What follows belongs to an exercise in optimizing a design on an open flow for small area; a production flow would make more cautious choices.
The RTL was checked by simulation tests, not by an equivalence proof against the original design.

File: flow/run.sh
#!/bin/bash
# synth_recipe.tcl (not shown) runs the flow's synth.tcl, then flattens the netlist and writes it again
# the make line also repeats each setting of config.mk as NAME=value (left out here)
make -C /OpenROAD-flow-scripts/flow DESIGN_CONFIG=/design/flow/config.mk WORK_HOME=/design/flow/orfs CLKGATE_MAP_FILE= SYNTH_SCRIPT=/design/flow/synth_recipe.tcl finish
File: flow/config.mk
export PLATFORM = sky130hd
export DESIGN_NAME = maxer
export DESIGN_NICKNAME = maxer
export VERILOG_FILES = /design/flow/design.v
export SDC_FILE = /design/flow/constraint.sdc
export NUM_CORES = 4
export LEC_CHECK = 0
export CAP_MARGIN = 20
export CORE_MARGIN = 2
export CORE_UTILIZATION = 40
export SLEW_MARGIN = 20
File: flow/constraint.sdc
create_clock -name core_clock -period 7.0 [get_ports {clk}]
set_input_delay 1.4000 -clock core_clock [delete_from_list [all_inputs] [get_ports {clk}]]
set_output_delay 1.4000 -clock core_clock [all_outputs]
set_load 0.01 [all_outputs]
File: flow/design.v
`timescale 1ns/1ps
module div_by_3(
    input clk,
	 input div_enable,
    input  [24-1:0]ip,
    output reg [24-1:0] op
    );
parameter W=24;
reg[24-1:0]    op1,op2,op3,op4,op5;
always@(posedge clk)
begin
	if(div_enable) begin
		op1 = ip/4;
		op2 = ip/16;
		op3 = ip/64;
		op4 = ip/256;
		op5 = ip/512;
		op  = op1+op2+op3+op4+op5;
	end else begin
		op = 0;
	end
end
endmodule
module maxer(
    input clk,
    input rst,
    input maxing,
    input [784-1:0] ips_gen_out,
    output reg start_ips_gen,
    output reg next_ips_gen,
    output reg maxer_valid,
    output [24-1:0]threshold
    );
parameter	M=784, N=8, W=24 , REF = 30,
				D = 9830 , TH = 15018 , PRES = 0, PMIN = -500*4096;
reg[4:0] add_stage1[31:0];
reg[9:0]	add_final;
reg[7:0] ips_counter; 
reg		div_enable;
reg[24-1:0] threshold_sum;
always@(posedge clk, posedge rst)
begin
	if(rst) begin
	start_ips_gen	<= 0;
	next_ips_gen	<= 0;
	maxer_valid		<= 0;
	ips_counter 	<= 0;
	end else begin
		start_ips_gen	<= 0;
		maxer_valid		<= 0;
		div_enable		<= 0;
		if(maxing) begin
			if(ips_counter==0) begin
				start_ips_gen	<= 1;
				threshold_sum	<= 0;
			end
			if(ips_counter <= 200) begin
				next_ips_gen	<= 1;
			end else begin
				next_ips_gen	<= 0;
			end
			if(ips_counter>=4 && ips_counter<=204) begin
				if({14'b00000000000000,add_final}>threshold_sum) begin
				threshold_sum	<= {14'b00000000000000,add_final};
				end
			end
			if(ips_counter==205) begin
				div_enable 	<= 1;
			end
			if(ips_counter==206) begin
				maxer_valid		<= 1; 
			end
			if(ips_counter <= 206) begin
				ips_counter 	<= ips_counter + 1;
			end else begin
				ips_counter		<= 0;
			end
		end
	end
end
reg[1023:0]	adder_input;
always@(posedge clk,posedge rst)
begin
	if(rst) begin
	adder_input	<= 0;
	end else begin
	adder_input[M-1:0] <= ips_gen_out;
	end
end
integer i;
always@(posedge clk, posedge rst)
begin
	if(rst) begin	
		for(i=0;i<32;i=i+1) begin
		add_stage1[i] <= 0;
		end
	end else begin
		for(i=0;i<32;i=i+1) begin
		add_stage1[i] <= adder_input[i*32] + adder_input[i*32 + 1] + adder_input[i*32 + 2] + adder_input[i*32 + 3] + adder_input[i*32 + 4] + adder_input[i*32 + 5] + adder_input[i*32 + 6] + adder_input[i*32 + 7] + adder_input[i*32 + 8] + adder_input[i*32 + 9] + adder_input[i*32 + 10] + adder_input[i*32 + 11] + adder_input[i*32 + 12] + adder_input[i*32 + 13] + adder_input[i*32 + 14] + adder_input[i*32 + 15] + adder_input[i*32 + 16] + adder_input[i*32 + 17] + adder_input[i*32 + 18] + adder_input[i*32 + 19] + adder_input[i*32 + 20] + adder_input[i*32 + 21] + adder_input[i*32 + 22] + adder_input[i*32 + 23] + adder_input[i*32 + 24] + adder_input[i*32 + 25] + adder_input[i*32 + 26] + adder_input[i*32 + 27] + adder_input[i*32 + 28] + adder_input[i*32 + 29] + adder_input[i*32 + 30] + adder_input[i*32 + 31];
		end
		add_final <= add_stage1[0] + add_stage1[1] + add_stage1[2] + add_stage1[3] + add_stage1[4] + add_stage1[5] + add_stage1[6] + add_stage1[7] + add_stage1[8] + add_stage1[9] + add_stage1[10] + add_stage1[11] + add_stage1[12] + add_stage1[13] + add_stage1[14] + add_stage1[15] + add_stage1[16] + add_stage1[17] + add_stage1[18] + add_stage1[19] + add_stage1[20] + add_stage1[21] + add_stage1[22] + add_stage1[23] + add_stage1[24] + add_stage1[25] + add_stage1[26] + add_stage1[27] + add_stage1[28] + add_stage1[29] + add_stage1[30] + add_stage1[31];
	end
end
div_by_3 div1(
	.clk(clk),
	.div_enable(div_enable),
	.ip(threshold_sum),
	.op(threshold)
	);
endmodule
==> results.cfg <==
[status]
status = finished clean

[synth]
ys_ff_latch = 979
synth-edff-count = 35
avgSynthCellArea_um2 = 14.0
ys_seq_area_share_pct = 49.3
netlist_area_mm2 = 0.0498
ys_warn_count = 3
ys_types = 55
synthesis.nets = 5319
synthCells = 3547
synthFlopType = dfrtp_1
synth-async-reset-ratio_pct = 94.0

[sta]
holdWs_ns = 0.477
finClkSkew_ns = 0.0623
hold_violations = 0
layout_setup_ws_ns = 1.38
slew_headroom_pct = 30.8
rsz0062_at_grt = no
fmaxAchievable_mhz = 178
finalCritPeriodShare_pct = 80.3
setup_violations = 0
worst_pin_slew_ns = 1.04
slew_viol_final = 0
period_needed_ns = 5.62

[placement]
dp_hpwl_um = 100000
pre_cts_ws_ns = 1.35
io_buffers = 813
dp.cells = 6003
globalplace.congestion = 0.837

[hold_path]
min_from = adder_input[674]$_DFF_PP0_
holdCritPathClass = reg -> reg
hold_depth = 1

[setup_path]
regToRegSetupSlack_ns = 1.38
worstPathCellList = inv_1, fa_1, inv_1, fa_1, fa_1, fa_1, fa_1, fa_1, fa_1, ha_1, a21o_1, a21oi_1, o21bai_1, a21oi_1, nor2b_1, o21ai_0, nand2b_1
reg2reg_from = add_stage1[0][3]$_DFF_PP0_
end_kind = register
critPathMaxFanout = 2
crit_top_cell = fa_1
crit_cells = 17
cp.arrival_ns = 6.09
path_class = reg -> reg
critPathMaxStageDelay_ns = 0.54
rr_worst_depth = 17
worst_path_max_delay_cell = fa_1
critical_path_buf_inv_count = 2
startpoint_type = register
cp.required_ns = 7.47
crit_family = adder cells
crit_start = add_stage1[0][3]$_DFF_PP0_

[cts]
cts_tree = built
cts.sinks = 979
post_cts_buffers = 0
cts_hold_buf = 0
clock_latency_ns = 0.74
cts_root_buf = clkbuf_16
path_clk_slew_ns = 0.06
ctsResizeCount = 0
cts_buffers = 110
cts_max_path_buffers = 3
htree_num_levels = 3

[floorplan]
rows = 129
boundaryPins = 814
core-area_mm2 = 0.124
die_w_um = 357
start_util_pct = 40.3
die_area_mm2 = 0.127
die_y_um = 357

[route]
drt-initial-drc-count = 1056
drt_pass1_iterations = 5
drtAntennaViolNets = 0
vias = 26700
drc = 0
drt-total-wl_um = 120000
viasPerCell = 4.29
post_drt_wl_per_cell_um = 19.3

[final_layout]
area_growth_pct = 28.9
nets = 6250
drive_gt1_share_pct = 4.88
fin_cells = 6225

[global_routing]
grt_pass1_vias = 31000
antenna_found_initial = 39
grt_max_degree = 156
grt_pass1_wl_um = 184000
grtUsageTotal_pct = 19.7
grt_overflow_total = 0

[job]
drv_cap = 0
logic make-up after synthesis:
logic type | count (synthesis) | synth area share [%]
AOI/OAI and AO/OA | 256 | 3.28
xor gates and xnor gates | 113 | 1.99
adders and majority gates | 985 | 35.7
buffers and inverters | 1063 | 8.02
DFF | 979 | 49.3
muxes | 10 | 0.224
other | 1 | 0.00753
and+or+nand+nor | 140 | 1.41
metal layers:
metal,track usage (%),wire (um),vias to the layer above,part of all wire [%]
met1,24.6,47500,13600,40
met4,5.50,3070,38,2.6
met3,4.51,6220,191,5.2
met2,34.6,62800,557,52
li1,-,-,12300,-
met5,0,257,-,0.21
area by class of cell:
cell class	instances	area (um^2)
repair buffers	826	8290
clock inverters	50	722
well taps	1637	2050
inverters	1056	3970
flip-flops and latches	979	24600
diodes	17	42.5
fillers	10600	59500
multi-input cells	1505	21200
clock buffers	155	3280
worst paths after layout:
| path | end |
|---|---|
| worst min register to register | add_stage1[21][0]$_DFF_PP0_ |
| max in group asynchronous | adder_input[542]$_DFF_PP0_ |
| worst max-delay path | add_final[9]$_DFFE_PN_ |
| worst min-delay path | add_stage1[21][0]$_DFF_PP0_ |
| worst max register to register | add_final[9]$_DFFE_PN_ |
| min in group asynchronous | ips_counter[1]$_DFFE_PP0P_ |
through the flow:
step                cell area (um^2)  util [%]  setup TNS [ns]
floorplan                      49800         -        -6740.95
global placement               60100      48.6               0
detailed placement             60100      48.6               0
CTS                            64100      51.8               0
global route                   64100      51.9               0
finish                         64100      51.9               0
cells in the mapped netlist, types with 4 or more instances:
cell type | n | share of area, %
o21ai_0 | 26 | 0.26
edfxtp_1 | 35 | 2.1
nand4_1 | 7 | 0.088
and2_1 | 7 | 0.088
nand2_1 | 27 | 0.20
a211oi_1 | 4 | 0.060
nor3_1 | 9 | 0.090
dfxtp_1 | 24 | 0.97
fa_1 | 728 | 29
ha_1 | 257 | 6.5
xor2_1 | 13 | 0.23
mux2_2 | 9 | 0.20
a21o_1 | 67 | 1.0
nor2_1 | 35 | 0.26
inv_1 | 1056 | 8.0
nand2b_1 | 6 | 0.075
dfrtp_1 | 920 | 46
and3_1 | 8 | 0.10
o21bai_1 | 9 | 0.14
nand3_1 | 17 | 0.17
clkbuf_1 | 7 | 0.053
a31oi_1 | 8 | 0.10
a21oi_1 | 104 | 1.0
xnor2_1 | 100 | 1.8
nor2b_1 | 8 | 0.10
nor4_1 | 6 | 0.075
o21a_1 | 11 | 0.17
placed cells by master, fill, tap and decap left out, types with 11 or more instances in the layout:
cell,netlist,layout
o21a_1,11,11
clkbuf_16,0,114
a21oi_1,104,104
diode_2,0,17
o21ai_0,26,26
dfrtp_1,920,920
dfxtp_1,24,24
nor2_1,35,34
nand2_1,27,27
ha_1,257,257
clkbuf_1,7,14
edfxtp_1,35,35
a21o_1,67,67
xor2_1,13,13
nand3_1,17,17
inv_1,1056,1055
xnor2_1,100,100
clkbuf_8,0,27
fa_1,728,728
clkdlybuf4s50_1,0,813
clkinv_2,0,20
bufinv_16,0,14
state kept, by name, summed over array words and instances (netlist names):
register and cells:
add_final 10, next_ips_gen 1, threshold_sum 24, start_ips_gen 1
maxer_valid 1, add_stage1 125, div1.op 24, adder_input 784
ips_counter 8, div_enable 1
worst reg2reg max path: stages, from the launching register on:
cell and delay [ns]:
dfrtp_1 0.32, inv_1 0.05, fa_1 0.53, inv_1 0.05, fa_1 0.50, fa_1 0.54
fa_1 0.53, fa_1 0.52, fa_1 0.52, fa_1 0.54, ha_1 0.31, a21o_1 0.15
a21oi_1 0.20, o21bai_1 0.09, a21oi_1 0.22, nor2b_1 0.07, o21ai_0 0.14, nand2b_1 0.07

-- afterwards: timing with drivers on the ports --
The results above use ideal ports. As a check the final layout listed here was re-extracted and re-timed, cells and wires unchanged.
Step 1 assumes that a clkbuf_16 drives the clock port and a buf_2 every other input.
Step 2 moves the port delays by t, midway between the first and last clock arrival at a register: inputs arrive t later, outputs are due t later. That takes back most of the time a late clock gives input paths.
a / b / c = ideal ports / drivers / drivers and shift; a / b = the first two.
shift t [ns]: 0.786
setup slack, ns: 1.377 / 1.377 / 1.377
latest minus earliest clock arrival (ns): 0.071 / 0.071
slew at the worst register clock pin (ns): 0.07 / 0.07
After both steps setup and hold are still met in this run. The setup slack of this run moves by 0.000 ns with the drivers and by 0.000 ns with both steps.
